What follows belongs to an exercise in optimizing a design on an open flow for a short achievable clock period and few clock cycles; a production flow would make more cautious choices.
The RTL was checked by simulation tests, not by an equivalence proof against the original design.
Power figures rest on the tool's default switching activity, not on a simulated workload.

===== flow/config.mk =====
export PLATFORM = sky130hd
export DESIGN_NAME = d16_core
export DESIGN_NICKNAME = d16_core
export VERILOG_FILES = /design/flow/design.v
export SDC_FILE = /design/flow/constraint.sdc
export NUM_CORES = 4
export LEC_CHECK = 0
export ABC_CLOCK_PERIOD_IN_PS = 4500
export CAP_MARGIN = 20
export CORE_MARGIN = 2
export CORE_UTILIZATION = 40
export PLACE_DENSITY = 0.6
export SETUP_SLACK_MARGIN = 4
export SLEW_MARGIN = 20

===== flow/constraint.sdc =====
create_clock -name core_clock -period 9.0 [get_ports {clk}]
set_input_delay 1.8000 -clock core_clock [delete_from_list [all_inputs] [get_ports {clk}]]
set_output_delay 1.8000 -clock core_clock [all_outputs]
set_load 0.01 [all_outputs]

===== flow/design.v =====
`timescale 1ns/1ps
module d16_core(
    input         clk,
    input         rst_n,
    output [14:0] mem_addr,    
    output [1:0]  mem_wmask,   
    output [15:0] mem_wdata,
    input  [15:0] mem_rdata    
);
    reg [15:0] r0, r1, r2, r3, r4, r5, r6, r7;
    reg [15:0] lr;
    reg        fz, fc, fs, fv;      
    reg        lrflag;              
    reg [14:0] fpc;                 
    reg        fvld;                
    reg [14:0] fa;                  
    reg        dv;                  
    reg        dcomp;               
    reg        dwait;               
    reg        stall;               
    reg [15:0] imm;                 
    reg [15:0] npc;                 
    reg [15:0] opa;                 
    reg [15:0] opb;                 
    reg [15:0] opd;                 
    reg [2:0]  ia, ib, widx, rdw;   
    reg [3:0]  cond;
    reg        use_a, use_b, a_lr, d2imm, disp, bytef;
    reg        o_add, o_sub, o_adc, o_sbb, o_cmp, o_mov, o_and, o_or, o_xor,
               o_test, o_not, o_neg, o_shl, o_shr, o_sar, o_rol, o_set,
               o_ldst, o_push, o_pop, o_pushlr, o_jreg, o_jimm, o_jmp, o_call, o_ret,
               o_exw, o_mem, o_ldw, o_st, o_pushd;
    reg        mreq;
    reg [14:0] maddr;
    reg [1:0]  mwmask;
    reg [15:0] mwdata;
    reg        mld;                 
    reg [2:0]  mrd;
    reg        mbyte, msel;
    reg        wld;
    reg [2:0]  wrd;
    reg        wbyte, wsel;
    function [15:0] rsel;
        input [2:0] s;
        input [15:0] a0, a1, a2, a3, a4, a5, a6, a7;
        case (s)
            3'd0: rsel = a0; 3'd1: rsel = a1; 3'd2: rsel = a2; 3'd3: rsel = a3;
            3'd4: rsel = a4; 3'd5: rsel = a5; 3'd6: rsel = a6; default: rsel = a7;
        endcase
    endfunction
    function cond_true;
        input [3:0] c;
        input z, cy, s, v;
        case (c)
            4'h0: cond_true = 1'b0;
            4'h1: cond_true = z;
            4'h2: cond_true = ~z;
            4'h3: cond_true = v;
            4'h4: cond_true = ~v;
            4'h5: cond_true = ~cy & ~z;
            4'h6: cond_true = cy | z;
            4'h7: cond_true = ~s;
            4'h8: cond_true = s;
            4'h9: cond_true = cy;
            4'hA: cond_true = ~cy;
            4'hB: cond_true = ~(s ^ v);
            4'hC: cond_true = ~(s ^ v) & ~z;
            4'hD: cond_true = (s ^ v) | z;
            4'hE: cond_true = s ^ v;
            default: cond_true = 1'b1;
        endcase
    endfunction
    wire [15:0] w = mem_rdata;
    wire [6:0]  wop = w[14:8];
    wire p_movb = !w[15] && (wop >= 7'h05) && (wop <= 7'h0C);
    wire p_add  = wop == 7'h01, p_sub = wop == 7'h02, p_push = wop == 7'h03,
         p_pop  = wop == 7'h04, p_and = wop == 7'h0E, p_or   = wop == 7'h0F,
         p_xor  = wop == 7'h10, p_not = wop == 7'h11, p_neg  = wop == 7'h12,
         p_ld   = wop == 7'h13, p_st  = wop == 7'h14, p_cmp  = wop == 7'h15,
         p_jmp  = wop == 7'h16, p_call = wop == 7'h17, p_ret = wop == 7'h18,
         p_shl  = wop == 7'h19, p_shr = wop == 7'h1A, p_rol  = wop == 7'h1B,
         p_adc  = wop == 7'h1F, p_sbb = wop == 7'h20, p_set  = wop == 7'h21,
         p_test = wop == 7'h22, p_pushlr = wop == 7'h23, p_sar = wop == 7'h24;
    wire p_mov   = p_movb || wop == 7'h0D;
    wire p_stack = p_push | p_pop | p_pushlr;
    wire p_alu2  = p_add | p_sub | p_adc | p_sbb | p_and | p_or | p_xor |
                   p_cmp | p_test | p_shl | p_shr | p_sar | p_rol;
    wire p_wr    = (p_alu2 & ~p_cmp & ~p_test) | p_mov | p_not | p_neg | p_set;
    wire [2:0] p_ia  = w[2:0];
    wire [2:0] p_ib  = w[5:3] ^ {3{p_stack}};
    wire [2:0] p_rdw = p_movb ? (w[10:8] - 3'd5) : w[2:0];
    wire p_alr   = p_ret | p_pushlr;
    wire p_use_a = p_alu2 | p_not | p_neg | p_st | (p_push & ~w[15]) |
                   ((p_jmp | p_call) & ~w[15]);
    wire p_use_b = (~w[15] & (p_alu2 | (p_mov & ~p_movb) | p_ld | p_st)) |
                   ((p_ld | p_st) & w[15] & w[6]) | p_stack;
    wire        fire  = dcomp & ~stall;
    wire        ctrue = cond_true(cond, fz, fc, fs, fv);
    wire [15:0] a = opa;
    wire [15:0] d = opd;
    wire [16:0] sum = {1'b0, a} + {1'b0, d} + {16'b0, o_adc & fc};
    wire [16:0] dif = {1'b0, a} - {1'b0, d} - {16'b0, o_sbb & fc};
    wire [16:0] shl17 = (|d[15:5]) ? 17'b0 : ({1'b0, a} << d[4:0]);
    wire [15:0] shr16 = (|d[15:4]) ? 16'b0 : (a >> d[3:0]);
    wire [15:0] sar16 = $signed(a) >>> d[3:0];
    wire [31:0] rol32 = {a, a} << d[3:0];
    wire [15:0] rol16 = rol32[31:16];
    wire [15:0] ldst_addr = disp ? opb + imm : d;
    wire [15:0] sp_dec = opb - 16'd2;
    wire [15:0] sp_inc = opb + 16'd2;
    wire        pushlr_b = (opb[15:1] == 15'd0);
    wire addf = o_add | o_adc;
    wire subf = o_sub | o_sbb | o_cmp;
    wire [16:0] resc =
        ({17{addf}}           & sum) |
        ({17{subf}}           & dif) |
        ({17{o_mov}}          & {1'b0, d}) |
        ({17{o_and | o_test}} & {1'b0, a & d}) |
        ({17{o_or}}           & {1'b0, a | d}) |
        ({17{o_xor}}          & {1'b0, a ^ d}) |
        ({17{o_not}}          & {1'b0, ~a}) |
        ({17{o_neg}}          & {1'b0, -a}) |
        ({17{o_shl}}          & shl17) |
        ({17{o_shr}}          & {1'b0, shr16}) |
        ({17{o_sar}}          & {1'b0, sar16}) |
        ({17{o_rol}}          & {1'b0, rol16}) |
        ({17{o_ldst}}         & {1'b0, ldst_addr}) |
        ({17{o_push}}         & {1'b0, sp_dec}) |
        ({17{o_pushlr}}       & {pushlr_b, sp_dec}) |
        ({17{o_jreg | o_ret}} & {1'b0, a}) |
        ({17{o_jimm}}         & {1'b0, d}) |
        ({17{o_set}}          & {16'b0, ctrue});
    wire [15:0] res   = resc[15:0] | ({16{o_pop}} & opb);       
    wire [15:0] ex_val = resc[15:0] | ({16{o_pop}} & sp_inc);   
    wire keepc = o_ldst | o_push | o_pop;
    wire ovop = addf | subf;
    wire d2s  = subf ? ~d[15] : d[15];
    wire n_fz = (res == 16'b0);
    wire n_fc = keepc ? fc : resc[16];
    wire n_fs = res[15];
    wire n_fv = ovop && (a[15] == d2s) && (a[15] != res[15]);
    wire ex_redirect = fire && (o_ret || (o_jreg && ctrue));
    wire ex_we   = fire && o_exw;
    wire lr_we   = fire && ((o_call && ctrue) || ((o_jmp || o_ret) && lrflag));
    wire [15:0] ldata = !wbyte ? mem_rdata : (wsel ? {8'h00, mem_rdata[15:8]} : {8'h00, mem_rdata[7:0]});
    wire d_redirect = dwait && fvld && o_jimm && ctrue;
    wire accept     = fvld && !ex_redirect && (dwait || !dv || fire);
    wire reject     = fvld && dcomp && stall;
    wire new_instr  = accept && !dwait;
    wire imm_arrive = accept && dwait;
    wire [14:0] nfa_o = ex_redirect ? opa[15:1] : reject ? fa : fpc;    
    wire [14:0] nfa   = d_redirect ? w[15:1] : nfa_o;
    wire [14:0] nfa1  = d_redirect  ? w[15:1] + 15'd1 :
                        ex_redirect ? opa[15:1] + 15'd1 :
                        reject      ? fpc : fpc + 15'd1;
    wire sel_w = d_redirect && !mreq;
    wire [14:0] addr_o = mreq ? maddr : nfa_o;
    assign mem_addr  = sel_w ? w[15:1] : addr_o;
    assign mem_wmask = mwmask & {2{rst_n}};
    assign mem_wdata = mwdata;
    function [15:0] fwd;
        input [2:0] i;
        input [15:0] cur;
        begin
            if (ex_we && widx == i) fwd = ex_val;
            else if (wld && wrd == i) fwd = ldata;
            else fwd = cur;
        end
    endfunction
    wire [15:0] rf_a = rsel(p_ia, r0, r1, r2, r3, r4, r5, r6, r7);
    wire [15:0] rf_b = rsel(p_ib, r0, r1, r2, r3, r4, r5, r6, r7);
    wire       mld_n = fire && o_ldw;
    wire       wld_n = mld && !(ex_we && widx == mrd);
    wire [2:0] ia_n  = new_instr ? p_ia : ia;
    wire [2:0] ib_n  = new_instr ? p_ib : ib;
    wire       ua_n  = new_instr ? p_use_a : use_a;
    wire       ub_n  = new_instr ? p_use_b : use_b;
    wire stall_n = (mld_n && ((ua_n && rdw == ia_n) || (ub_n && rdw == ib_n))) ||
                   (wld_n && ((ua_n && mrd == ia_n) || (ub_n && mrd == ib_n)));
    always @(posedge clk) begin
        if (!rst_n) begin
            r0 <= 0; r1 <= 0; r2 <= 0; r3 <= 0; r4 <= 0; r5 <= 0; r6 <= 0; r7 <= 0;
            lr <= 0;
            fz <= 1'b1; fc <= 1'b0; fs <= 1'b0; fv <= 1'b0;
            lrflag <= 1'b0;
            fpc <= 15'd0; fvld <= 1'b0; fa <= 15'd0;
            dv <= 1'b0; dcomp <= 1'b0; dwait <= 1'b0; stall <= 1'b0;
            mreq <= 1'b0; mwmask <= 2'b00; mld <= 1'b0;
            wld <= 1'b0;
        end else begin
            r0 <= fwd(3'd0, r0); r1 <= fwd(3'd1, r1); r2 <= fwd(3'd2, r2); r3 <= fwd(3'd3, r3);
            r4 <= fwd(3'd4, r4); r5 <= fwd(3'd5, r5); r6 <= fwd(3'd6, r6); r7 <= fwd(3'd7, r7);
            if (fire) begin
                fz <= n_fz; fc <= n_fc; fs <= n_fs; fv <= n_fv;
                if (o_call) lrflag <= ctrue;
                else if (!(o_jmp || o_ret)) lrflag <= 1'b0;
            end
            if (lr_we) lr <= npc;
            mld   <= mld_n;
            mrd   <= rdw;
            wld   <= wld_n;
            wrd   <= mrd;
            wbyte <= mbyte;
            wsel  <= msel;
            stall <= stall_n;
            if (fire && o_mem) begin
                mreq   <= 1'b1;
                maddr  <= o_pop ? opb[15:1] : o_ldst ? ldst_addr[15:1] : sp_dec[15:1];
                msel   <= ldst_addr[0];
                mbyte  <= o_ldst & bytef;
                mwmask <= !(o_st | o_pushd) ? 2'b00 :
                          !(o_st & bytef) ? 2'b11 :
                          ldst_addr[0] ? 2'b10 : 2'b01;
                mwdata <= o_pushlr ? opa :
                          o_push ? (d2imm ? imm : opa) :
                          bytef ? {opa[7:0], opa[7:0]} : opa;
            end else begin
                mreq   <= 1'b0;
                mwmask <= 2'b00;
            end
            if (ex_redirect) begin
                dv <= 1'b0; dcomp <= 1'b0; dwait <= 1'b0;
            end else if (imm_arrive) begin
                imm <= w;
                dcomp <= 1'b1; dwait <= 1'b0;
            end else if (new_instr) begin
                dv <= 1'b1;
                dcomp <= !w[15];
                dwait <= w[15];
                imm <= {8'h00, w[7:0]};
                npc <= {w[15] ? fpc + 15'd1 : fpc, 1'b0};
                ia <= p_ia; ib <= p_ib; rdw <= p_rdw;
                widx <= p_stack ? p_ib : p_rdw;
                cond <= w[6:3];
                use_a <= p_use_a; use_b <= p_use_b; a_lr <= p_alr;
                d2imm <= w[15] | p_movb;
                disp <= w[15] & w[6];
                bytef <= w[7];
                o_add <= p_add; o_sub <= p_sub; o_adc <= p_adc; o_sbb <= p_sbb;
                o_cmp <= p_cmp; o_mov <= p_mov; o_and <= p_and; o_or <= p_or; o_xor <= p_xor;
                o_test <= p_test; o_not <= p_not; o_neg <= p_neg; o_shl <= p_shl;
                o_shr <= p_shr; o_sar <= p_sar; o_rol <= p_rol; o_set <= p_set;
                o_ldst <= p_ld | p_st; o_st <= p_st;
                o_push <= p_push; o_pop <= p_pop; o_pushlr <= p_pushlr;
                o_pushd <= p_push | p_pushlr;
                o_jreg <= (p_jmp | p_call) & ~w[15];
                o_jimm <= (p_jmp | p_call) & w[15];
                o_jmp <= p_jmp; o_call <= p_call; o_ret <= p_ret;
                o_exw <= p_wr | p_stack;
                o_mem <= p_ld | p_st | p_stack;
                o_ldw <= p_ld | (p_pop && p_rdw != p_ib);
            end else if (fire) begin
                dv <= 1'b0; dcomp <= 1'b0; dwait <= 1'b0;
            end
            if (new_instr) begin
                opa <= p_alr ? (lr_we ? npc : lr) : fwd(p_ia, rf_a);
                opb <= fwd(p_ib, rf_b);
                opd <= p_movb ? {8'h00, w[7:0]} : fwd(p_ib, rf_b);
            end else begin
                if (!a_lr) opa <= fwd(ia, opa);
                opb <= fwd(ib, opb);
                if (!d2imm) opd <= fwd(ib, opd);
                else if (imm_arrive) opd <= w;
            end
            if (!mreq) begin
                fvld <= 1'b1;
                fa   <= nfa;
                fpc  <= nfa1;
            end else begin
                fvld <= 1'b0;
                fpc  <= nfa;
            end
        end
    end
endmodule

===== flow/run.sh =====
#!/bin/bash
# synth_recipe.tcl (not shown) runs the flow's synth.tcl, then flattens the netlist and writes it again
# the make line also repeats each setting of config.mk as NAME=value (left out here)
make -C /OpenROAD-flow-scripts/flow DESIGN_CONFIG=/design/flow/config.mk WORK_HOME=/design/flow/orfs CLKGATE_MAP_FILE= SYNTH_SCRIPT=/design/flow/synth_recipe.tcl finish

==> key figures, run 1 <==
Floorplanning
  • Die area: ~73000 sq um
  • # IOs: approximately 50
  • Core Area: roughly 70000 sq um
  • Die H: 271 um
  • Die W: about 270 um
  • # rows: 97
  • Starting Density: between 40% and 50%

Synth
  • EDFF count, synth: 173
  • Yosys top cell area share: 18.2%
  • Netlist Area Pre-Place: ~28000 sq um
  • Synth Instances: 3543
  • Synth area leader: edfxtp_1
  • Distinct cells, synth: between 100 and 150
  • Synth Register Bits: between 300 and 400
  • Syn_nets: between 3000 and 4000
  • Seq/Total Area, Yosys: 31.5%
  • Ys flop type: dfxtp_1
  • Top cells by instance count after synthesis: 431 x nor2_1, 325 x nand2_1, 265 x o21ai_0, 255 x a21oi_1, 251 x clkbuf_1
  • Most common cell in the netlist: nor2_1
  • Synth async-reset ratio: 0%
  • YS warnings: 1
  • Post-Syn Area per Cell: approximately 8 sq um
  • Largest cells by area after synthesis: edfxtp_1 18%, dfxtp_1 13%, nor2_1 5.7%

Placed design
  • I/O Buffers: 50
  • Placer Congestion: between 1 and 1.5
  • Pre-CTS WS: approximately 2800 ps
  • Detailed placer's ending HPWL: roughly 86000 um

Critical path
  • Reg2Reg Setup Slack: between 4000 and 5000 ps
  • Crit path buf inv count: 6
  • R2R depth: 13
  • Largest fanout on the critical path: 6
  • CP Capture Type: output port
  • CP Launch Point: cond[0]$_DFFE_PP_
  • Req. time, crit path: roughly 7200 ps
  • Worst path cell trace: or3b_4 -> o21ai_2 -> and3_1 -> a211o_1 -> o21a_4 -> o21ai_4 -> buf_6 -> buf_12 -> buf_16 -> buf_8 -> buf_6 -> a311oi_2 -> a21oi_2 -> a21oi_2 -> buf_2
  • Slowest stage cell, crit path: edfxtp_1
  • Stages on worst setup path: 15
  • Crit path largest cell delay: ~460 ps
  • Crit start category: register
  • CP endpoint: mem_addr[7]
  • Worst Path Arrival: between 3000 and 4000 ps
  • Largest delay contributor family on the critical path: compound AO/OA/AOI/OAI gates
  • Worst r2r dst: opb[5]$_DFFE_PP_
  • Reg2reg start: opa[1]$_DFFE_PP_
  • Crit path kind: reg2out

Layout
  • Final net count: around 3600
  • Syn-to-layout area delta: 13.6%
  • Share of cells above drive strength 1: between 10% and 20%
  • Final Util: 46.0%

Power
  • Pleak: between 10 and 15 nW
  • Peak VDD IR: around 0.13 mV
  • Pwr Density: ~160 nW/um^2
  • PnR Total Power: approximately 0.0050 W

Clock tree
  • Clock buffer depth: 3
  • Worst-path clk slew: about 60 ps
  • Root buf cell: clkbuf_16
  • CTS tree: done
  • CTS Hold Bufs: 0
  • H-tree levels: 2
  • Worst-Skew Late Latency: 580 ps
  • Inserted Clock Buffers: between 40 and 50
  • Clock sink total: around 360

STA
  • Period minus WS final: 5250 ps
  • Hold slack: about 420 ps
  • Slew HR: around 14%
  • Fin Clk Skew: about 24 ps
  • Worst-Margin Slew: 1260 ps
  • TNS Setup: 0 ps
  • Max Clk Rate: ~190 MHz
  • Period utilization: around 58%
  • Final setup viols: 0
  • Final worst slack: about 3700 ps
  • Unrepaired setup endpoints after global routing: true
  • Final hold vios: 0
  • Slew Viols, Final: 0

Drt
  • Via Count: just under 30000
  • DRC: 0
  • WL final: 122000 um
  • WL/cell: approximately 27 um
  • DR vias/cell: ~6.5
  • Initial drt markers: approximately 3700
  • Remaining antenna violation count: 0
  • DR pass1 iterations: 9

GRT
  • GR Util met2: between 40% and 50%
  • Met3 Use GR: under 10%
  • GR Overflow Total: 0
  • Largest net degree at the start of global routing: 81
  • Global-route wire length before repair: between 150000 and 200000 um
  • All-layer global routing usage: approximately a third
  • Initial antenna violation count: 1
  • Grt met1 use: between 40 and 50%
  • Vias in the first global route: ~27000
  • GR peak layer: met2

Worst hold path
  • Hold Path Class: reg2reg

Run
  • Max-cap viol count: 0

Run status
  • Status: no timing/DRC/antenna violations
==> stage by stage <==
step / instances / area [sq um]
floorplan: 3543 / 28500
global placement: 4299 / 29600
detailed placement: 4299 / 29600
CTS: 4441 / 31900
global route: 4463 / 32300
finish: 4464 / 32300
==> area by class of cell <==
cell class	instances	area [sq um]
Clock inverter	13	128
Fill cell	6874	37900
Inverter	132	498
Antenna cell	1	2.50
Multi-Input combinational cell	2726	18200
Timing Repair Buffer	229	2120
Tap cell	940	1180
Sequential cell	362	8980
Clock buffer	61	1210
==> sequential cells by signal, indices dropped and copies added, names as in the netlist, 4 cells and up <==
register	count
r2	16
maddr	15
fpc	15
opd	16
r0	16
r3	16
imm	16
mwdata	16
r4	16
r1	16
opb	16
npc	15
opa	16
lr	16
r5	16
r7	16
cond	4
fa	15
r6	16
==> logic make-up after synthesis <==
| family | Yosys count | share of synthesized area (%) |
|---|---|---|
| fa+ha+maj | 96 | 4.35 |
| simple gates | 1189 | 19.5 |
| mux | 157 | 7.27 |
| xor+xnor | 139 | 4.28 |
| flops | 362 | 31.5 |
| buf+inv | 455 | 6.37 |
| compound gates | 1145 | 26.7 |
==> how the worst min path moves through the flow <==
stage                            endpoint             from  slack, ps  cells after the start
after CTS                  wsel$_DFFE_PP_   msel$_DFFE_PP_        420                      0
after global placement     wsel$_DFFE_PP_   msel$_DFFE_PP_        410                      0
after floorplan           wbyte$_DFFE_PP_  mbyte$_DFFE_PP_        400                      0
after global routing      wbyte$_DFFE_PP_  mbyte$_DFFE_PP_        440                      0
after detailed placement  wbyte$_DFFE_PP_  mbyte$_DFFE_PP_        420                      0
final                      wsel$_DFFE_PP_   msel$_DFFE_PP_        420                      0
==> report_power, final <==
part           switching (W)  leakage [nW]  internal [W]
registers           0.000122          3.15       0.00182
clock network       0.000723         0.655      0.000989
logic               0.000865          8.00      0.000515
==> cells in the final DEF (no fill, tap or decap), drive strengths merged, types with 41 or more instances in the layout <==
cell type  netlist  layout
o211ai          82      82
a211oi         112     112
buf             71     195
mux2            44      44
edfxtp         173     173
ha              91      91
a22oi           44      44
a221oi          41      41
nand2          325     325
clkbuf         252      62
a21oi          257     257
nor3            63      63
dfxtp          189     189
inv            128     128
xnor2          101     101
o21ai          277     277
nand4           46      46
and2            45      45
nand3           79      79
nor2           431     431
mux2i           80      80
==> layer usage <==
layer	wire (um)	share of wire [%]	vias to the layer above
met5	0	0	-
met4	9630	7.9	0
met3	11700	9.5	442
met2	52100	43	1822
met1	48700	40	13900
li1	-	-	13000
==> timing repair <==
action	in CTS	in global routing
buffers inserted	63	20
gates resized for setup	146	66
setup endpoints to repair	89	71
pin swaps	29	24
cloned	5	1
Testbench counts, summed over its fixed seeds: cycles 56,601.
==> inputs of run 2 (changes only) <==
--- a/flow/design.v
+++ b/flow/design.v
@@ -19,4 +19,9 @@
     reg        dwait;               
     reg        stall;               
+    reg        arm_xret;            
+    reg        arm_xj;              
+    reg        arm_d;               
+    reg        arm_w;               
+    reg        arm_rej;             
     reg [15:0] imm;                 
     reg [15:0] npc;                 
@@ -25,5 +30,5 @@
     reg [15:0] opd;                 
     reg [2:0]  ia, ib, widx, rdw;   
-    reg [3:0]  cond;
+    reg        ctrue;               
     reg        use_a, use_b, a_lr, d2imm, disp, bytef;
     reg        o_add, o_sub, o_adc, o_sbb, o_cmp, o_mov, o_and, o_or, o_xor,
@@ -71,4 +76,33 @@
         endcase
     endfunction
+    function [16:0] ksadd;
+        input [15:0] x, y;
+        input ci;
+        reg [15:0] g, p, gg, pp;
+        integer i, k;
+        begin
+            g = x & y; p = x ^ y;
+            gg = g; pp = p;
+            gg[0] = g[0] | (p[0] & ci);
+            for (k = 1; k < 16; k = k * 2)
+                for (i = 15; i >= k; i = i - 1) begin
+                    gg[i] = gg[i] | (pp[i] & gg[i-k]);
+                    pp[i] = pp[i] & pp[i-k];
+                end
+            ksadd = {gg[15], p ^ {gg[14:0], ci}};
+        end
+    endfunction
+    function [14:0] inc15;
+        input [14:0] x;
+        reg [14:0] c;
+        integer i, k;
+        begin
+            c = {x[13:0], 1'b1};
+            for (k = 1; k < 15; k = k * 2)
+                for (i = 14; i >= k; i = i - 1)
+                    c[i] = c[i] & c[i-k];
+            inc15 = x ^ c;
+        end
+    endfunction
     wire [15:0] w = mem_rdata;
     wire [6:0]  wop = w[14:8];
@@ -96,9 +130,10 @@
                    ((p_ld | p_st) & w[15] & w[6]) | p_stack;
     wire        fire  = dcomp & ~stall;
-    wire        ctrue = cond_true(cond, fz, fc, fs, fv);
     wire [15:0] a = opa;
     wire [15:0] d = opd;
-    wire [16:0] sum = {1'b0, a} + {1'b0, d} + {16'b0, o_adc & fc};
-    wire [16:0] dif = {1'b0, a} - {1'b0, d} - {16'b0, o_sbb & fc};
+    wire [16:0] sum = ksadd(a, d, o_adc & fc);
+    wire [16:0] difc = ksadd(a, ~d, ~(o_sbb & fc));
+    wire [16:0] dif = {~difc[16], difc[15:0]};
+    wire [16:0] negc = ksadd(~a, 16'h0000, 1'b1);
     wire [16:0] shl17 = (|d[15:5]) ? 17'b0 : ({1'b0, a} << d[4:0]);
     wire [15:0] shr16 = (|d[15:4]) ? 16'b0 : (a >> d[3:0]);
@@ -106,7 +141,9 @@
     wire [31:0] rol32 = {a, a} << d[3:0];
     wire [15:0] rol16 = rol32[31:16];
-    wire [15:0] ldst_addr = disp ? opb + imm : d;
-    wire [15:0] sp_dec = opb - 16'd2;
-    wire [15:0] sp_inc = opb + 16'd2;
+    wire [16:0] bsum = ksadd(opb, imm, 1'b0);
+    wire [15:0] ldst_addr = disp ? bsum[15:0] : d;
+    wire [16:0] spd = ksadd(opb, 16'hfffe, 1'b0);
+    wire [15:0] sp_dec = spd[15:0];
+    wire [15:0] sp_inc = {inc15(opb[15:1]), opb[0]};
     wire        pushlr_b = (opb[15:1] == 15'd0);
     wire addf = o_add | o_adc;
@@ -120,5 +157,5 @@
         ({17{o_xor}}          & {1'b0, a ^ d}) |
         ({17{o_not}}          & {1'b0, ~a}) |
-        ({17{o_neg}}          & {1'b0, -a}) |
+        ({17{o_neg}}          & {1'b0, negc[15:0]}) |
         ({17{o_shl}}          & shl17) |
         ({17{o_shr}}          & {1'b0, shr16}) |
@@ -140,19 +177,19 @@
     wire n_fs = res[15];
     wire n_fv = ovop && (a[15] == d2s) && (a[15] != res[15]);
-    wire ex_redirect = fire && (o_ret || (o_jreg && ctrue));
+    wire ex_redirect = arm_xret | (arm_xj & ctrue);
     wire ex_we   = fire && o_exw;
     wire lr_we   = fire && ((o_call && ctrue) || ((o_jmp || o_ret) && lrflag));
     wire [15:0] ldata = !wbyte ? mem_rdata : (wsel ? {8'h00, mem_rdata[15:8]} : {8'h00, mem_rdata[7:0]});
-    wire d_redirect = dwait && fvld && o_jimm && ctrue;
+    wire d_redirect = arm_d & ctrue;
     wire accept     = fvld && !ex_redirect && (dwait || !dv || fire);
-    wire reject     = fvld && dcomp && stall;
+    wire reject     = arm_rej;
     wire new_instr  = accept && !dwait;
     wire imm_arrive = accept && dwait;
     wire [14:0] nfa_o = ex_redirect ? opa[15:1] : reject ? fa : fpc;    
     wire [14:0] nfa   = d_redirect ? w[15:1] : nfa_o;
-    wire [14:0] nfa1  = d_redirect  ? w[15:1] + 15'd1 :
-                        ex_redirect ? opa[15:1] + 15'd1 :
-                        reject      ? fpc : fpc + 15'd1;
-    wire sel_w = d_redirect && !mreq;
+    wire [14:0] nfa1  = d_redirect  ? inc15(w[15:1]) :
+                        ex_redirect ? inc15(opa[15:1]) :
+                        reject      ? fpc : inc15(fpc);
+    wire sel_w = arm_w & ctrue;
     wire [14:0] addr_o = mreq ? maddr : nfa_o;
     assign mem_addr  = sel_w ? w[15:1] : addr_o;
@@ -178,4 +215,17 @@
     wire stall_n = (mld_n && ((ua_n && rdw == ia_n) || (ub_n && rdw == ib_n))) ||
                    (wld_n && ((ua_n && mrd == ia_n) || (ub_n && mrd == ib_n)));
+    wire fz_a = fire ? n_fz : fz;
+    wire fc_a = fire ? n_fc : fc;
+    wire fs_a = fire ? n_fs : fs;
+    wire fv_a = fire ? n_fv : fv;
+    wire ctrue_n = new_instr ? cond_true(w[6:3], fz_a, fc_a, fs_a, fv_a) : ctrue;
+    wire dcomp_n = ex_redirect ? 1'b0 : imm_arrive ? 1'b1 : new_instr ? !w[15] : fire ? 1'b0 : dcomp;
+    wire dwait_n = ex_redirect ? 1'b0 : imm_arrive ? 1'b0 : new_instr ? w[15] : fire ? 1'b0 : dwait;
+    wire jimm_n  = new_instr ? ((p_jmp | p_call) & w[15]) : o_jimm;
+    wire jreg_n  = new_instr ? ((p_jmp | p_call) & ~w[15]) : o_jreg;
+    wire ret_n   = new_instr ? p_ret : o_ret;
+    wire mreq_n  = fire & o_mem;
+    wire fvld_n  = !mreq;
+    wire issue_n = dcomp_n & ~stall_n;
     always @(posedge clk) begin
         if (!rst_n) begin
@@ -186,4 +236,6 @@
             fpc <= 15'd0; fvld <= 1'b0; fa <= 15'd0;
             dv <= 1'b0; dcomp <= 1'b0; dwait <= 1'b0; stall <= 1'b0;
+            ctrue <= 1'b0;
+            arm_xret <= 1'b0; arm_xj <= 1'b0; arm_d <= 1'b0; arm_w <= 1'b0; arm_rej <= 1'b0;
             mreq <= 1'b0; mwmask <= 2'b00; mld <= 1'b0;
             wld <= 1'b0;
@@ -204,4 +256,10 @@
             wsel  <= msel;
             stall <= stall_n;
+            ctrue <= ctrue_n;
+            arm_xret <= issue_n & ret_n;
+            arm_xj   <= issue_n & jreg_n;
+            arm_d    <= dwait_n & jimm_n & fvld_n;
+            arm_w    <= dwait_n & jimm_n & fvld_n & !mreq_n;
+            arm_rej  <= fvld_n & dcomp_n & stall_n;
             if (fire && o_mem) begin
                 mreq   <= 1'b1;
@@ -229,8 +287,7 @@
                 dwait <= w[15];
                 imm <= {8'h00, w[7:0]};
-                npc <= {w[15] ? fpc + 15'd1 : fpc, 1'b0};
+                npc <= {w[15] ? inc15(fpc) : fpc, 1'b0};
                 ia <= p_ia; ib <= p_ib; rdw <= p_rdw;
                 widx <= p_stack ? p_ib : p_rdw;
-                cond <= w[6:3];
                 use_a <= p_use_a; use_b <= p_use_b; a_lr <= p_alr;
                 d2imm <= w[15] | p_movb;
==> flow/flow/run.sh (new file) <==
#!/bin/bash
set -euo pipefail
export BUFFER_PORTS_ARGS="-buffer_cell sky130_fd_sc_hd__buf_4"
bash standard.sh > flow_standard.log 2>&1
==> flow/standard.sh (new file) <==
#!/bin/bash
# synth_recipe.tcl (not shown) runs the flow's synth.tcl, then flattens the netlist and writes it again
# the make line also repeats each setting of config.mk as NAME=value (left out here)
make -C /OpenROAD-flow-scripts/flow DESIGN_CONFIG=/design/flow/config.mk WORK_HOME=/design/flow/orfs CLKGATE_MAP_FILE= SYNTH_SCRIPT=/design/flow/synth_recipe.tcl "${@:-finish}"
--- a/flow/config.mk
+++ b/flow/config.mk
@@ -6,9 +6,9 @@
 export NUM_CORES = 4
 export LEC_CHECK = 0
-export ABC_CLOCK_PERIOD_IN_PS = 4500
+export ABC_CLOCK_PERIOD_IN_PS = 4000
 export CAP_MARGIN = 20
 export CORE_MARGIN = 2
 export CORE_UTILIZATION = 40
 export PLACE_DENSITY = 0.6
-export SETUP_SLACK_MARGIN = 4
+export SETUP_SLACK_MARGIN = 4.5
 export SLEW_MARGIN = 20
removed: flow/run.sh
==> run 2 against run 1 <==
Sequential power shrank 2%. Final area shrank 1.4%. Final cell count rose by 0.92%. Clock-buffer cell count fell by 5. Synthesized cell count up 2.7%. Global-route usage grew 1.3 points. Critical path type is now in2out. Die area is 0.75% lower. Synthesized area decreased by 0.76%.
==> key figures, run 2 <==
Run status
  • Status: no timing/DRC/antenna violations (unchanged)

Power
  • Clock group share of total power: 37.1% (was 34.0%)
  • Internal power: 0.00331 W (was 0.00332 W)
  • Reg power frac: 38.3% (was 38.6%)
  • Net Sw Frac: 33.2% (was 34.0%)
  • Pwr Density: 155 nW/um^2 (was 156 nW/um^2)
  • Pleak: 11.5 nW (was 11.8 nW)
  • Combinational share of power: 24.6% (was 27.4%)
  • Sw power: 0.00164 W (was 0.00171 W)
  • Peak VDD IR: 0.126 mV (was 0.127 mV)
  • PnR Total Power: 0.00495 W (was 0.00503 W)

Floorplanning
  • # rows: 97 (unchanged)
  • Core Area: 70000 sq um (was 70300 sq um)
  • Starting Density: 40.4% (was 40.5%)
  • # IOs: 51 (unchanged)
  • Die H: 270 um (was 271 um)
  • Die area: 72800 sq um (was 73300 sq um)
  • Die W: 270 um (was 271 um)

Synth
  • Ys flop type: dfxtp_1 (unchanged)
  • Top cells by instance count after synthesis: 474 x nor2_1, 426 x nand2_1, 351 x o21ai_0, 308 x a21oi_1, 290 x clkbuf_1 (was 431 x nor2_1, 325 x nand2_1, 265 x o21ai_0, 255 x a21oi_1, 251 x clkbuf_1)
  • Synth area leader: edfxtp_1 (unchanged)
  • YS warnings: 1 (unchanged)
  • Most common cell in the netlist: nor2_1 (unchanged)
  • Synth async-reset ratio: 0% (unchanged)
  • Distinct cells, synth: 93 (was 102)
  • Synth Register Bits: 364 (was 362)
  • Synth Instances: 3640 (was 3543)
  • Netlist Area Pre-Place: 28300 sq um (was 28500 sq um)
  • Seq/Total Area, Yosys: 31.8% (was 31.5%)
  • Post-Syn Area per Cell: 7.76 sq um (was 8.04 sq um)
  • Yosys top cell area share: 18.0% (was 18.2%)
  • EDFF count, synth: 169 (was 173)
  • Largest cells by area after synthesis: edfxtp_1 18%, dfxtp_1 14%, nor2_1 6.3% (was edfxtp_1 18%, dfxtp_1 13%, nor2_1 5.7%)
  • Syn_nets: 3739 (was 3657)

Clock tree
  • Worst-Skew Late Latency: 590 ps (was 580 ps)
  • Root buf cell: clkbuf_16 (unchanged)
  • H-tree levels: 2 (unchanged)
  • CTS Hold Bufs: 0 (unchanged)
  • Clock sink total: 364 (was 362)
  • Inserted Clock Buffers: 42 (was 41)
  • Clock buffer depth: 3 (unchanged)
  • CTS tree: done (unchanged)
  • Worst-path clk slew: 60 ps (about the same)

GRT
  • Largest net degree at the start of global routing: 94 (was 81)
  • All-layer global routing usage: 33.4% (was 32.0%)
  • Vias in the first global route: 26400 (was 26600)
  • Global-route wire length before repair: 184000 um (was 179000 um)
  • GR Overflow Total: 0 (unchanged)
  • Initial antenna violation count: 4 (was 1)

Layout
  • Most frequent cells in the layout: 467 x nor2_1, 422 x nand2_1, 339 x o21ai_0 (was 421 x nor2_1, 324 x nand2_1, 262 x o21ai_0)
  • Most common cell after layout, fill and taps aside: nor2_1 (unchanged)
  • Design area: 31900 sq um (was 32300 sq um)
  • Syn-to-layout area delta: 12.9% (was 13.6%)
  • Share of cells above drive strength 1: 13.0% (was 13.2%)
  • Final net count: 3630 (was 3606)

STA
  • TNS Setup: 0 ps (unchanged)
  • Fin Clk Skew: 26.9 ps (was 23.5 ps)
  • Slew Viols, Final: 0 (unchanged)
  • Unrepaired setup endpoints after global routing: true (unchanged)
  • Period minus WS final: 4550 ps (was 5250 ps)
  • Final setup viols: 0 (unchanged)
  • Final hold vios: 0 (unchanged)
  • Max Clk Rate: 220 MHz (was 190 MHz)
  • Worst-Margin Slew: 1080 ps (was 1260 ps)
  • Slew HR: 27.8% (was 13.9%)
  • Final worst slack: 4450 ps (was 3750 ps)
  • Period utilization: 50.5% (was 58.4%)

Drt
  • WL final: 126000 um (was 122000 um)
  • WL/cell: 27.9 um (was 27.3 um)
  • Initial drt markers: 4007 (was 3741)
  • DR vias/cell: 6.43 (was 6.53)
  • Remaining antenna violation count: 0 (unchanged)
  • DR pass1 iterations: 9 (unchanged)
  • DRC: 0 (unchanged)
  • Via Count: 29000 (was 29100)

Critical path
  • Crit start category: primary input (was register)
  • Worst Path Arrival: 2750 ps (was 3450 ps)
  • Reg2reg start: opb[2]$_DFFE_PP_ (was opa[1]$_DFFE_PP_)
  • Worst r2r dst: ctrue$_SDFFE_PN0P_ (was opb[5]$_DFFE_PP_)
  • R2R depth: 15 (was 13)
  • CP endpoint: mem_addr[8] (was mem_addr[7])
  • CP Capture Type: output port (unchanged)
  • Req. time, crit path: 7200 ps (about the same)
  • Largest fanout on the critical path: 11 (was 6)
  • Reg2Reg Setup Slack: 4500 ps (was 4130 ps)
  • CP Launch Point: mem_rdata[9] (was cond[0]$_DFFE_PP_)
  • Crit path kind: in2out (was reg2out)

Worst hold path
  • Hold Path Class: reg2reg (unchanged)

Placed design
  • I/O Buffers: 50 (unchanged)
  • Detailed placer's ending HPWL: 87400 um (was 86200 um)
  • Pre-CTS WS: 3320 ps (was 2820 ps)
  • Placer Congestion: 1.14 (was 1.03)
  • Placed Instance Area: 29400 sq um (was 29600 sq um)

Run
  • Max-cap viol count: 0 (unchanged)
-- run 2: cell types whose count changed after synthesis, moves of 16 or more --
cell | previous run | this run
nand2_1 | 325 | 426
a211oi_1 | 112 | 45
clkbuf_1 | 251 | 290
a21oi_1 | 255 | 308
xor2_1 | 38 | 58
mux2i_1 | 80 | 113
buf_2 | 34 | 16
nand4_1 | 45 | 25
o21ai_0 | 265 | 351
inv_1 | 123 | 80
a22oi_1 | 44 | 28
nor2_1 | 431 | 474
a22o_1 | 27 | 4
-- run 2: kinds of logic after synthesis --
kind of cell	after synthesis	synth area share, %
flops	364	31.8
xor+xnor	152	4.74
compound gates	1111	24.3
buf+inv	429	5.89
mux	193	8.84
fa+ha+maj	81	3.72
simple gates	1310	20.7
-- run 2: worst max-delay path, stage by stage --
cell,delay [ps]
buf_4,200
inv_4,80
a21oi_2,430
buf_4,210
-- run 2: metrics by stage --
stage | util [%] | cells | hold slack [ps]
floorplan | - | 3640 | 400
global placement | 42.0 | 4394 | 403
detailed placement | 42.0 | 4394 | 419
CTS | 44.7 | 4488 | 438
global route | 45.5 | 4503 | 456
finish | 45.6 | 4505 | 432
-- run 2: power by group through the flow --
stage | sequential, W | combinational, W | clock (W)
final | 0.00190 | 0.00122 | 0.00184
after global routing | 0.00190 | 0.00128 | 0.00191
after CTS | 0.00190 | 0.00111 | 0.00185
after detailed placement | 0.00193 | 0.00107 | 0
after global placement | 0.00193 | 0.00108 | 0
after floorplan | 0.00188 | 0.000734 | 0
-- run 2: how the worst min path moves through the flow --
stage | startpoint | end | slack, ps | depth (start not counted)
2_1_floorplan | mbyte$_DFFE_PP_ | wbyte$_DFFE_PP_ | 400 | 0
3_3_place_gp | msel$_DFFE_PP_ | wsel$_DFFE_PP_ | 400 | 0
3_5_place_dp | mbyte$_DFFE_PP_ | wbyte$_DFFE_PP_ | 420 | 0
4_1_cts | msel$_DFFE_PP_ | wsel$_DFFE_PP_ | 440 | 0
5_1_grt | msel$_DFFE_PP_ | wsel$_DFFE_PP_ | 460 | 0
6_report | msel$_DFFE_PP_ | wsel$_DFFE_PP_ | 430 | 0
-- run 2: what timing repair did --
| item | CTS | global route |
|---|---|---|
| pin swaps | 2 | 9 |
| gates cloned | 3 | 0 |
| setup buffers | 15 | 14 |
| gates resized for setup | 52 | 104 |
| endpoints found under the setup margin | 145 | 87 |
-- run 2: cell type report --
cell class / instances / area [sq um]
Clock inverter: 20 / 249
Antenna cell: 2 / 5.00
Multi-Input combinational cell: 2848 / 18300
Inverter: 92 / 372
Fill cell: 6948 / 38100
Timing Repair Buffer: 183 / 1660
Clock buffer: 56 / 1200
Tap cell: 940 / 1180
Sequential cell: 364 / 8980
-- run 2: routing by layer --
metal	wire (um)	GRT usage [%]	share of wire, %
met1	48700	43.0	39
met2	53800	50.4	43
met3	13100	6.78	10
met4	10100	22.5	8.0
met5	36	0	0.029
Testbench counts of run 2, summed over its fixed seeds: cycles 56,601.
==> inputs of run 3 (changes only) <==
--- a/flow/design.v
+++ b/flow/design.v
@@ -29,4 +29,5 @@
     reg [15:0] opb;                 
     reg [15:0] opd;                 
+    reg [15:0] opdn;                
     reg [2:0]  ia, ib, widx, rdw;   
     reg        ctrue;               
@@ -93,4 +94,9 @@
         end
     endfunction
+    function zsum;
+        input [15:0] x, y;
+        input ci;
+        zsum = ~|((x ^ y) ^ {x[14:0] | y[14:0], ci});
+    endfunction
     function [14:0] inc15;
         input [14:0] x;
@@ -133,5 +139,5 @@
     wire [15:0] d = opd;
     wire [16:0] sum = ksadd(a, d, o_adc & fc);
-    wire [16:0] difc = ksadd(a, ~d, ~(o_sbb & fc));
+    wire [16:0] difc = ksadd(a, opdn, ~(o_sbb & fc));
     wire [16:0] dif = {~difc[16], difc[15:0]};
     wire [16:0] negc = ksadd(~a, 16'h0000, 1'b1);
@@ -173,5 +179,10 @@
     wire ovop = addf | subf;
     wire d2s  = subf ? ~d[15] : d[15];
-    wire n_fz = (res == 16'b0);
+    wire zo_sel = ~(addf | subf | (o_ldst & disp) | o_push | o_pushlr);
+    wire n_fz = (addf & zsum(a, d, o_adc & fc)) |
+                (subf & zsum(a, opdn, ~(o_sbb & fc))) |
+                (o_ldst & disp & zsum(opb, imm, 1'b0)) |
+                ((o_push | o_pushlr) & zsum(opb, 16'hfffe, 1'b0)) |
+                (zo_sel & (res == 16'b0));
     wire n_fc = keepc ? fc : resc[16];
     wire n_fs = res[15];
@@ -314,9 +325,10 @@
                 opb <= fwd(p_ib, rf_b);
                 opd <= p_movb ? {8'h00, w[7:0]} : fwd(p_ib, rf_b);
+                opdn <= ~(p_movb ? {8'h00, w[7:0]} : fwd(p_ib, rf_b));
             end else begin
                 if (!a_lr) opa <= fwd(ia, opa);
                 opb <= fwd(ib, opb);
-                if (!d2imm) opd <= fwd(ib, opd);
-                else if (imm_arrive) opd <= w;
+                if (!d2imm) begin opd <= fwd(ib, opd); opdn <= ~fwd(ib, opd); end
+                else if (imm_arrive) begin opd <= w; opdn <= ~w; end
             end
             if (!mreq) begin
--- a/flow/config.mk
+++ b/flow/config.mk
@@ -6,9 +6,9 @@
 export NUM_CORES = 4
 export LEC_CHECK = 0
-export ABC_CLOCK_PERIOD_IN_PS = 4000
+export ABC_CLOCK_PERIOD_IN_PS = 3800
 export CAP_MARGIN = 20
 export CORE_MARGIN = 2
 export CORE_UTILIZATION = 40
 export PLACE_DENSITY = 0.6
-export SETUP_SLACK_MARGIN = 4.5
+export SETUP_SLACK_MARGIN = 5
 export SLEW_MARGIN = 20
==> run 3 against run 2 <==
Still clean on timing, DRC and antenna. Core utilization increased by 5.5 points. Maximum frequency increased by 7.4%. Sequential power increased by 8%. Clock power about the same. Synthesized cell count increased by 4.5%. Via count increased by 12%. Total power increased by 16%. Sequential cell count increased by 16. Setup slack improved by 310 ps. Critical path type is now reg2reg.
==> key figures, run 3 <==
Run status
  • Status: no timing/DRC/antenna violations (unchanged)

Synth
  • Largest cells by area after synthesis: edfxtp_1 19%, dfxtp_1 13%, nor2_1 6.0% (was edfxtp_1 18%, dfxtp_1 14%, nor2_1 6.3%)
  • Netlist Area Pre-Place: 29900 sq um (was 28300 sq um)
  • YS warnings: 1 (unchanged)
  • Synth async-reset ratio: 0% (unchanged)
  • XOR/XNOR Fraction of Synth Area: 5.56% (was 4.74%)
  • Most common cell in the netlist: nor2_1 (unchanged)
  • Synth Area in Adders: 4.77% (was 3.72%)
  • Mux contribution to synthesized area: 7.35% (was 8.84%)
  • Synth Instances: 3805 (was 3640)
  • Yosys top cell area share: 18.6% (was 18.0%)
  • Top cells by instance count after synthesis: 476 x nor2_1, 378 x nand2_1, 331 x clkbuf_1, 330 x o21ai_0, 299 x a21oi_1 (was 474 x nor2_1, 426 x nand2_1, 351 x o21ai_0, 308 x a21oi_1, 290 x clkbuf_1)
  • Synth Register Bits: 380 (was 364)
  • EDFF count, synth: 185 (was 169)
  • Post-Syn Area per Cell: 7.86 sq um (was 7.76 sq um)
  • Synth area leader: edfxtp_1 (unchanged)
  • Syn_nets: 3934 (was 3739)
  • Area share of and/or/nand/nor cells after synthesis: 19.3% (was 20.7%)
  • Synth Area in Compound Gates: 25.0% (was 24.3%)
  • Seq/Total Area, Yosys: 31.6% (was 31.8%)
  • Largest family of logic cells by synthesized area: compound AO/OA/AOI/OAI gates (unchanged)
  • Distinct cells, synth: 88 (was 93)
  • Ys flop type: dfxtp_1 (unchanged)

Floorplanning
  • # rows: 100 (was 97)
  • Die H: 277 um (was 270 um)
  • Starting Density: 40.3% (was 40.4%)
  • Die W: 277 um (was 270 um)
  • Core Area: 74200 sq um (was 70000 sq um)
  • # IOs: 51 (unchanged)
  • Die area: 77000 sq um (was 72800 sq um)

Drt
  • WL/cell: 30.6 um (was 27.9 um)
  • DRC: 0 (unchanged)
  • WL final: 150000 um (was 126000 um)
  • Remaining antenna violation count: 0 (unchanged)
  • DR vias/cell: 6.60 (was 6.43)
  • Initial drt markers: 5043 (was 4007)
  • Via Count: 32400 (was 29000)
  • DR pass1 iterations: 9 (unchanged)

STA
  • Final worst slack: 4760 ps (was 4450 ps)
  • Period utilization: 47.1% (was 50.5%)
  • Worst-Margin Slew: 1170 ps (was 1080 ps)
  • Period minus WS final: 4240 ps (was 4550 ps)
  • Final setup viols: 0 (unchanged)
  • Unrepaired setup endpoints after global routing: true (unchanged)
  • Slew Viols, Final: 0 (unchanged)
  • Slew HR: 22.0% (was 27.8%)
  • Fin Clk Skew: 36.4 ps (was 26.9 ps)
  • Max Clk Rate: 236 MHz (was 220 MHz)
  • TNS Setup: 0 ps (unchanged)
  • Final hold vios: 0 (unchanged)

Critical path
  • Crit start category: register (was primary input)
  • Reg2reg start: opa[13]$_DFFE_PP_ (was opb[2]$_DFFE_PP_)
  • Crit path kind: reg2reg (was in2out)
  • Worst Path Arrival: 4770 ps (was 2750 ps)
  • Req. time, crit path: 9530 ps (was 7200 ps)
  • CP Capture Type: register (was output port)
  • Largest fanout on the critical path: 16 (was 11)
  • CP Launch Point: opa[13]$_DFFE_PP_ (was mem_rdata[9])

Worst hold path
  • Min-delay src: mbyte$_DFFE_PP_ (was msel$_DFFE_PP_)
  • Hold Path Class: reg2reg (unchanged)

Placed design
  • I/O Buffers: 50 (unchanged)
  • Placer Congestion: 1.12 (was 1.14)
  • Pre-CTS WS: 3380 ps (was 3320 ps)
  • Detailed placer's ending HPWL: 96000 um (was 87400 um)

Layout
  • FF+latch area: 9460 sq um (was 8980 sq um)
  • Final Util: 51.1% (was 45.6%)
  • Filler instances: 6896 (was 6948)
  • Final net count: 4026 (was 3630)
  • Area of the multi-input gates: 20600 sq um (was 18300 sq um)
  • Share of cells above drive strength 1: 22.5% (was 13.0%)
  • Most frequent cells in the layout: 465 x nor2_1, 351 x nand2_1, 270 x o21ai_0 (was 467 x nor2_1, 422 x nand2_1, 339 x o21ai_0)
  • Syn-to-layout area delta: 26.8% (was 12.9%)
  • Most common cell after layout, fill and taps aside: nor2_1 (unchanged)

Power
  • Pleak: 14.3 nW (was 11.5 nW)
  • Pwr Density: 151 nW/um^2 (was 155 nW/um^2)
  • PnR Total Power: 0.00573 W (was 0.00495 W)
  • Peak VDD IR: 0.123 mV (was 0.126 mV)

GRT
  • GR peak layer: met2 (unchanged)
  • Initial antenna violation count: 8 (was 4)
  • Vias in the first global route: 28900 (was 26400)
  • Largest net degree at the start of global routing: 71 (was 94)
  • Grt met1 use: 46.1% (was 43.0%)
  • All-layer global routing usage: 36.7% (was 33.4%)
  • Met3 Use GR: 7.65% (was 6.78%)
  • Global-route wire length before repair: 208000 um (was 184000 um)
  • GR Overflow Total: 0 (unchanged)
  • GR Util met2: 55.1% (was 50.4%)

Clock tree
  • Worst-path clk slew: 60 ps (about the same)
  • Clock sink total: 380 (was 364)
  • Clock buffer depth: 3 (unchanged)
  • CTS tree: done (unchanged)
  • CTS Hold Bufs: 0 (unchanged)
  • H-tree levels: 2 (unchanged)
  • Inserted Clock Buffers: 44 (was 42)
  • Worst-Skew Late Latency: 610 ps (was 590 ps)
  • Root buf cell: clkbuf_16 (unchanged)

Run
  • Max-cap viol count: 0 (unchanged)
## run 3: changes by cell type after synthesis, moves of 20 or more
cell / previous run / this run
ha_1: 76 / 106
o21ai_0: 351 / 330
a22o_1: 4 / 31
xnor2_1: 93 / 116
o221ai_1: 34 / 14
nand3_1: 85 / 57
nand2_1: 426 / 378
a211oi_1: 45 / 75
inv_1: 80 / 149
nand4_1: 25 / 55
clkbuf_1: 290 / 331
## run 3: stage by stage
step / cells / hold WS, ps / cell area (sq um)
after detailed placement: 4564 / 416 / 31300
final: 4903 / 422 / 37900
after global routing: 4898 / 431 / 37900
after CTS: 4812 / 424 / 36200
after global placement: 4562 / 405 / 31300
after floorplan: 3805 / 400 / 30500
## run 3: final timing paths
| check | endpoint | slack, ps | cells after the start |
|---|---|---|---|
| max reg2reg | ctrue$_SDFFE_PN0P_ | 4760 | 14 |
| min reg2reg | wbyte$_DFFE_PP_ | 420 | 0 |
| min | wbyte$_DFFE_PP_ | 420 | 0 |
| max | ctrue$_SDFFE_PN0P_ | 4760 | 14 |
## run 3: logic make-up (layout without fill, tap and decap cells)
logic type,Yosys count,count (layout)
AOI/OAI and AO/OA,1169,1170
xor gates and xnor gates,190,190
adders and majority gates,111,111
buffers and inverters,510,633
DFF,380,380
muxes,177,177
other,0,5
and+or+nand+nor,1268,1268
## run 3: timing repair
item,in CTS,in global routing
setup endpoints to repair,195,109
buffers inserted,154,77
pin swaps,60,54
gates resized for setup,359,203
gates cloned,16,8
## run 3: layout make-up
cell class,instances,area share [%]
diodes,5,0.0330
clock buffers,64,3.38
clock inverters,14,0.347
inverters,152,1.89
multi-input cells,2916,54.2
flip-flops and latches,380,25.0
well taps,969,3.20
repair buffers,402,12.0
repair inverters,1,0.0132
## run 3: power by group
part / leakage (nW) / switching (W) / internal (W)
combinational: 10.3 / 0.00115 / 0.000710
sequential: 3.31 / 0.000125 / 0.00192
clock: 0.696 / 0.000777 / 0.00105
total: 14.3 / 0.00205 / 0.00368
## run 3: metal layers
metal  wire [um]  share of wire (%)  vias up
met4       14600                9.7        4
met1       55800                 37    15400
li1            -                  -    14000
met2       63400                 42     2348
met3       16100                 11      634
met5          30              0.020        -
## run 3: worst max-delay path, stage by stage (launching register included)
cell and delay [ps]:
edfxtp_1 330, buf_4 310, inv_1 340, ha_1 560
inv_1 70, o21ai_0 200, a211oi_2 100, a21oi_2 180
mux2i_2 340, and4_4 320, and2_2 240, mux2i_4 340
and3_1 240, mux2_2 360, a41oi_2 180
Testbench counts of run 3, summed over its fixed seeds: cycles 56,601.

re-timing with driven ports:
How much do the figures lean on ideal ports? The routed layouts below were timed once more, with nothing changed but the port constraints.
Step 1 (the two cells are an assumption about what drives the block):
set clk [get_ports {clk}]
set_driving_cell -lib_cell sky130_fd_sc_hd__clkbuf_16 $clk
set_driving_cell -lib_cell sky130_fd_sc_hd__buf_2 [delete_from_list [all_inputs] $clk]
Step 2, shift: input delay + t, output delay - t, t = (earliest + latest rising clock arrival at the registers) / 2. This alone moves slack from input paths to output paths.
Slacks: ideal ports / drivers / drivers and shift; pairs: ideal ports / drivers.
| run | shift t [ns] | slack for setup (ns) | worst hold slack (ns) | latest minus earliest clock arrival (ns) | pins driven straight from the clock port |
|---|---|---|---|---|---|
| run 1 | 0.631 | 3.746 / 3.688 / 3.549 | 0.423 / 0.423 / 0.423 | 0.025 / 0.025 | 1 |
| run 2 | 0.646 | 4.453 / 4.427 / 3.981 | 0.432 / 0.432 / 0.432 | 0.028 / 0.028 | 1 |
| run 3 | 0.661 | 4.765 / 4.692 / 4.083 | 0.422 / 0.422 / 0.422 | 0.037 / 0.037 | 1 |
After both steps setup and hold are still met in every run listed. The setup slack of run 3, which loses most, moves by -0.073 ns with the drivers and by -0.682 ns with both steps.
